What follows belongs to an exercise in optimizing a design on an open flow for small area, a short achievable clock period and few clock cycles per item; a production flow would make more cautious choices. Function was checked by simulation only, so behaviour that the tests miss may differ from the original.

==> zinc: inputs <==
Design upsample_csc, start of the top module:
module upsample_csc (
    input  logic        clk,
    input  logic        resetn,
    input  logic        start,
    output logic        done,
    input  logic [15:0] sram_read_data,
    output logic [15:0] sram_write_data,
    output logic [17:0] sram_address,
    output logic        sram_we_n
);
logic        run;
logic        start_d;
logic        we;          
logic [2:0]  k;           
logic        fpar;        
logic [2:0]  lead;        
logic [7:0]  jc;          
logic [16:0] yc;          
logic [17:0] ra;          
wire go   = ~run & ~done & start & ~start_d;
wire k4   = (k == 3'd4);
wire last = we & (&sram_address);             
assign sram_we_n = ~we;
always_ff @(posedge clk or negedge resetn) begin
    if (~resetn) begin
        run       <= 1'b0;
        start_d   <= 1'b0;
        done      <= 1'b0;
        we        <= 1'b0;
        k         <= 3'd0;
        fpar      <= 1'b0;
        lead      <= 3'd7;
    end else begin
        start_d <= start;
        if (go) begin
            run  <= 1'b1;
            k    <= 3'd0;
            fpar <= 1'b0;
            lead <= 3'd7;
        end else if (run) begin
            k <= k4 ? 3'd0 : k + 3'd1;
            if (k4) begin
                fpar <= ~fpar;
                if (lead != 3'd0) lead <= lead - 3'd1;
            end
        end
        if (last) begin
            done <= 1'b1;
            run  <= 1'b0;
        end
        we <= run & ~last & (lead == 3'd0) & (k <= 3'd2);
    end
end
wire [18:0] uv_addr = {{2{yc[16]}}, yc} + (fpar ? 19'd115205 : 19'd76805);
always_ff @(posedge clk) begin
  ...
==> flow/config.mk <==
export PLATFORM = sky130hd
export DESIGN_NAME = upsample_csc
export DESIGN_NICKNAME = upsample_csc
export VERILOG_FILES = /design/flow/design.v
export SDC_FILE = /design/flow/constraint.sdc
export NUM_CORES = 4
export LEC_CHECK = 0
export ABC_AREA = 0
export CAP_MARGIN = 20
export CORE_MARGIN = 2
export CORE_UTILIZATION = 55
export CTS_CLUSTER_DIAMETER = 100
export CTS_CLUSTER_SIZE = 28
export PLACE_DENSITY = 0.7
export SLEW_MARGIN = 20
export SYNTH_HIERARCHICAL = 1
export SYNTH_MINIMUM_KEEP_SIZE = 0
==> flow/constraint.sdc <==
create_clock -name core_clock -period 11.0 [get_ports {clk}]
set_input_delay 2.2000 -clock core_clock [delete_from_list [all_inputs] [get_ports {clk}]]
set_output_delay 2.2000 -clock core_clock [all_outputs]
set_load 0.01 [all_outputs]
standard.sh (not shown) runs the stock make flow with config.mk's settings and CLKGATE_MAP_FILE= SYNTH_SCRIPT=/design/flow/synth_recipe.tcl, a recipe that flattens the netlist after the stock synthesis.
==> flow/flow/run.sh <==
#!/bin/bash
# Own layout flow: the standard synthesis unchanged, then the standard ORFS steps with
# stronger timing repair (a larger setup margin, all endpoints) and faster port buffers.
# Each step's full output goes to a log file in the work folder.
set -euo pipefail
bash standard.sh synth > synth.log 2>&1
bash standard.sh SETUP_SLACK_MARGIN=7.8 TNS_END_PERCENT=100 \
     BUFFER_PORTS_ARGS="-buffer_cell sky130_fd_sc_hd__buf_4" finish > layout.log 2>&1
==> juniper (differences from zinc) <==
--- a/flow/design.v
+++ b/flow/design.v
@@ -15,31 +15,29 @@
     input  logic [15:0] sram_read_data,
     output logic [15:0] sram_write_data,
     output logic [17:0] sram_address,
     output logic        sram_we_n
 );
 logic        run;
 logic        start_d;
-logic        we;          
 logic [2:0]  k;           
 logic        fpar;        
 logic [2:0]  lead;        
 logic [7:0]  jc;          
 logic [16:0] yc;          
 logic [17:0] ra;          
 wire go   = ~run & ~done & start & ~start_d;
 wire k4   = (k == 3'd4);
-wire last = we & (&sram_address);             
-assign sram_we_n = ~we;
+wire last = ~sram_we_n & (&sram_address);    
 always_ff @(posedge clk or negedge resetn) begin
     if (~resetn) begin
         run       <= 1'b0;
         start_d   <= 1'b0;
         done      <= 1'b0;
-        we        <= 1'b0;
+        sram_we_n <= 1'b1;
         k         <= 3'd0;
         fpar      <= 1'b0;
         lead      <= 3'd7;
     end else begin
         start_d <= start;
         if (go) begin
             run  <= 1'b1;
@@ -53,15 +51,15 @@
                 if (lead != 3'd0) lead <= lead - 3'd1;
             end
         end
         if (last) begin
             done <= 1'b1;
             run  <= 1'b0;
         end
-        we <= run & ~last & (lead == 3'd0) & (k <= 3'd2);
+        sram_we_n <= ~(run & ~last & (lead == 3'd0) & (k <= 3'd2));
     end
 end
 wire [18:0] uv_addr = {{2{yc[16]}}, yc} + (fpar ? 19'd115205 : 19'd76805);
 always_ff @(posedge clk) begin
     if (~run) begin                          
         sram_address <= 18'd65530;           
         yc  <= -17'sd5;                      
@@ -90,22 +88,19 @@
 wire [7:0] c11_in = (k == 3'd1) ? (fpar ? uw[7:0] : uw[15:8]) :
                                   (fpar ? vw[7:0] : vw[15:8]);
 always_ff @(posedge clk) begin
     if (shift) ch <= {c11_in, ch[95:8]};
     if (k == 3'd1 &&  fpar) uw <= sram_read_data;
     if (k == 3'd1 && ~fpar) vw <= sram_read_data;
 end
-logic j0, j1, j157, j158, j159;
-always_ff @(posedge clk) begin
-    j0   <= (jc == 8'd0);
-    j1   <= (jc == 8'd1);
-    j157 <= (jc == 8'd157);
-    j158 <= (jc == 8'd158);
-    j159 <= (jc == 8'd159);
-end
+wire j0   = (jc == 8'd0);
+wire j1   = (jc == 8'd1);
+wire j157 = (jc == 8'd157);
+wire j158 = (jc == 8'd158);
+wire j159 = (jc == 8'd159);
 wire [7:0] t0 = ch[7:0], t1 = ch[23:16], t2 = ch[39:32], t3 = ch[55:48], t4 = ch[71:64], t5 = ch[87:80];
 wire [7:0] la  = j0 ? t2 : j1 ? t1 : t0;
 wire [7:0] lb  = j0 ? t2 : t1;
 wire [7:0] rta = j159 ? t2 : j158 ? t3 : j157 ? t4 : t5;
 wire [7:0] rtb = j159 ? t2 : j158 ? t3 : t4;
 wire [7:0] rtc = j159 ? t2 : t3;
 logic [8:0] fa, fb, fc;
==> flow/flow/run.sh (replaced) <==
#!/bin/bash
# Own layout flow: the standard synthesis unchanged, then the standard ORFS steps with
# stronger timing repair (a larger setup margin, all endpoints) and faster port buffers.
# Each step's full output goes to a log file in the work folder.
set -euo pipefail
bash standard.sh synth > synth.log 2>&1
bash standard.sh SETUP_SLACK_MARGIN=7.5 TNS_END_PERCENT=100 \
     BUFFER_PORTS_ARGS="-buffer_cell sky130_fd_sc_hd__buf_4" finish > layout.log 2>&1
==> flow/config.mk (replaced) <==
export PLATFORM = sky130hd
export DESIGN_NAME = upsample_csc
export DESIGN_NICKNAME = upsample_csc
export VERILOG_FILES = /design/flow/design.v
export SDC_FILE = /design/flow/constraint.sdc
export NUM_CORES = 4
export LEC_CHECK = 0
export ABC_AREA = 0
export CAP_MARGIN = 20
export CORE_MARGIN = 2
export CORE_UTILIZATION = 40
export PLACE_DENSITY = 0.6
export SLEW_MARGIN = 20
export SYNTH_HIERARCHICAL = 1
export SYNTH_MINIMUM_KEEP_SIZE = 0
==> nickel (differences from zinc) <==
--- a/flow/design.v
+++ b/flow/design.v
@@ -15,31 +15,29 @@
     input  logic [15:0] sram_read_data,
     output logic [15:0] sram_write_data,
     output logic [17:0] sram_address,
     output logic        sram_we_n
 );
 logic        run;
 logic        start_d;
-logic        we;          
 logic [2:0]  k;           
 logic        fpar;        
 logic [2:0]  lead;        
 logic [7:0]  jc;          
 logic [16:0] yc;          
 logic [17:0] ra;          
 wire go   = ~run & ~done & start & ~start_d;
 wire k4   = (k == 3'd4);
-wire last = we & (&sram_address);             
-assign sram_we_n = ~we;
+wire last = ~sram_we_n & (&sram_address);    
 always_ff @(posedge clk or negedge resetn) begin
     if (~resetn) begin
         run       <= 1'b0;
         start_d   <= 1'b0;
         done      <= 1'b0;
-        we        <= 1'b0;
+        sram_we_n <= 1'b1;
         k         <= 3'd0;
         fpar      <= 1'b0;
         lead      <= 3'd7;
     end else begin
         start_d <= start;
         if (go) begin
             run  <= 1'b1;
@@ -53,15 +51,15 @@
                 if (lead != 3'd0) lead <= lead - 3'd1;
             end
         end
         if (last) begin
             done <= 1'b1;
             run  <= 1'b0;
         end
-        we <= run & ~last & (lead == 3'd0) & (k <= 3'd2);
+        sram_we_n <= ~(run & ~last & (lead == 3'd0) & (k <= 3'd2));
     end
 end
 wire [18:0] uv_addr = {{2{yc[16]}}, yc} + (fpar ? 19'd115205 : 19'd76805);
 always_ff @(posedge clk) begin
     if (~run) begin                          
         sram_address <= 18'd65530;           
         yc  <= -17'sd5;                      
@@ -90,22 +88,19 @@
 wire [7:0] c11_in = (k == 3'd1) ? (fpar ? uw[7:0] : uw[15:8]) :
                                   (fpar ? vw[7:0] : vw[15:8]);
 always_ff @(posedge clk) begin
     if (shift) ch <= {c11_in, ch[95:8]};
     if (k == 3'd1 &&  fpar) uw <= sram_read_data;
     if (k == 3'd1 && ~fpar) vw <= sram_read_data;
 end
-logic j0, j1, j157, j158, j159;
-always_ff @(posedge clk) begin
-    j0   <= (jc == 8'd0);
-    j1   <= (jc == 8'd1);
-    j157 <= (jc == 8'd157);
-    j158 <= (jc == 8'd158);
-    j159 <= (jc == 8'd159);
-end
+wire j0   = (jc == 8'd0);
+wire j1   = (jc == 8'd1);
+wire j157 = (jc == 8'd157);
+wire j158 = (jc == 8'd158);
+wire j159 = (jc == 8'd159);
 wire [7:0] t0 = ch[7:0], t1 = ch[23:16], t2 = ch[39:32], t3 = ch[55:48], t4 = ch[71:64], t5 = ch[87:80];
 wire [7:0] la  = j0 ? t2 : j1 ? t1 : t0;
 wire [7:0] lb  = j0 ? t2 : t1;
 wire [7:0] rta = j159 ? t2 : j158 ? t3 : j157 ? t4 : t5;
 wire [7:0] rtb = j159 ? t2 : j158 ? t3 : t4;
 wire [7:0] rtc = j159 ? t2 : t3;
 logic [8:0] fa, fb, fc;
==> flow/flow/run.sh (replaced) <==
#!/bin/bash
# Own layout flow: the standard synthesis unchanged, then the standard ORFS steps with
# stronger timing repair (a larger setup margin, all endpoints) and faster port buffers.
# Each step's full output goes to a log file in the work folder.
set -euo pipefail
bash standard.sh synth > synth.log 2>&1
bash standard.sh SETUP_SLACK_MARGIN=7.5 TNS_END_PERCENT=100 \
     BUFFER_PORTS_ARGS="-buffer_cell sky130_fd_sc_hd__buf_4" finish > layout.log 2>&1
--- a/flow/config.mk
+++ b/flow/config.mk
@@ -5,13 +5,11 @@
 export SDC_FILE = /design/flow/constraint.sdc
 export NUM_CORES = 4
 export LEC_CHECK = 0
 export ABC_AREA = 0
 export CAP_MARGIN = 20
 export CORE_MARGIN = 2
 export CORE_UTILIZATION = 55
-export CTS_CLUSTER_DIAMETER = 100
-export CTS_CLUSTER_SIZE = 28
 export PLACE_DENSITY = 0.7
 export SLEW_MARGIN = 20
 export SYNTH_HIERARCHICAL = 1
 export SYNTH_MINIMUM_KEEP_SIZE = 0
==> results_dict.tcl <==
set metrics [dict create \
    nFlopsAndLatches 436 \
    post_cts_buffers 0 \
    tightest_slew_ns 0.890 \
    fin_cells 2870 \
    status "timing/DRC/antenna clean" \
]
# the run above: juniper

==> results_dict.tcl <==
set metrics [dict create \
    status "timing/DRC/antenna clean" \
    nFlopsAndLatches 441 \
    fin_cells 2646 \
    tightest_slew_ns 0.955 \
    post_cts_buffers 13 \
]
# the run above: zinc

==> results_dict.tcl <==
set metrics [dict create \
    status "timing/DRC/antenna clean" \
    fin_cells 2641 \
    root_buffer "clkbuf_16" \
    nFlopsAndLatches 436 \
    antenna_left 0 \
]
# the run above: nickel

Testbench counts of zinc, summed over its fixed seeds: cycles 960,175, pixels 384,000.
Testbench counts of juniper, summed over its fixed seeds: cycles 960,175, pixels 384,000.
Testbench counts of nickel, summed over its fixed seeds: cycles 960,175, pixels 384,000.

[separate check: timing with driven ports]
The flow's constraints put no driver on any port. The routed layouts listed below were extracted and timed again, unchanged, in two steps.
Step 1 sets driving cells, clkbuf_16 on the clock port and buf_2 on the other inputs (assumed; they add their load-dependent delay and slew).
Step 2 also shifts input and output timing later by t, the mid clock arrival at the registers, as if the neighbouring blocks saw the same clock.
a / b / c = ideal / step 1 / step 2; a / b = the first two.
run | t (ns) | setup slack, ns | worst setup path after step 2 | clock arrival spread, ns | pins driven straight from the clock port
zinc | 0.608 | 7.661 / 7.606 / 7.658 | input to register | 0.028 / 0.028 | 1
juniper | 0.645 | 7.547 / 7.490 / 7.604 | register to register | 0.025 / 0.026 | 1
nickel | 0.639 | 7.558 / 7.502 / 7.627 | input to register | 0.037 / 0.037 | 1
After both steps setup and hold are still met in every run listed. For zinc, which loses most, drivers alone change the setup slack by -0.055 ns; drivers and shift together by -0.003 ns.
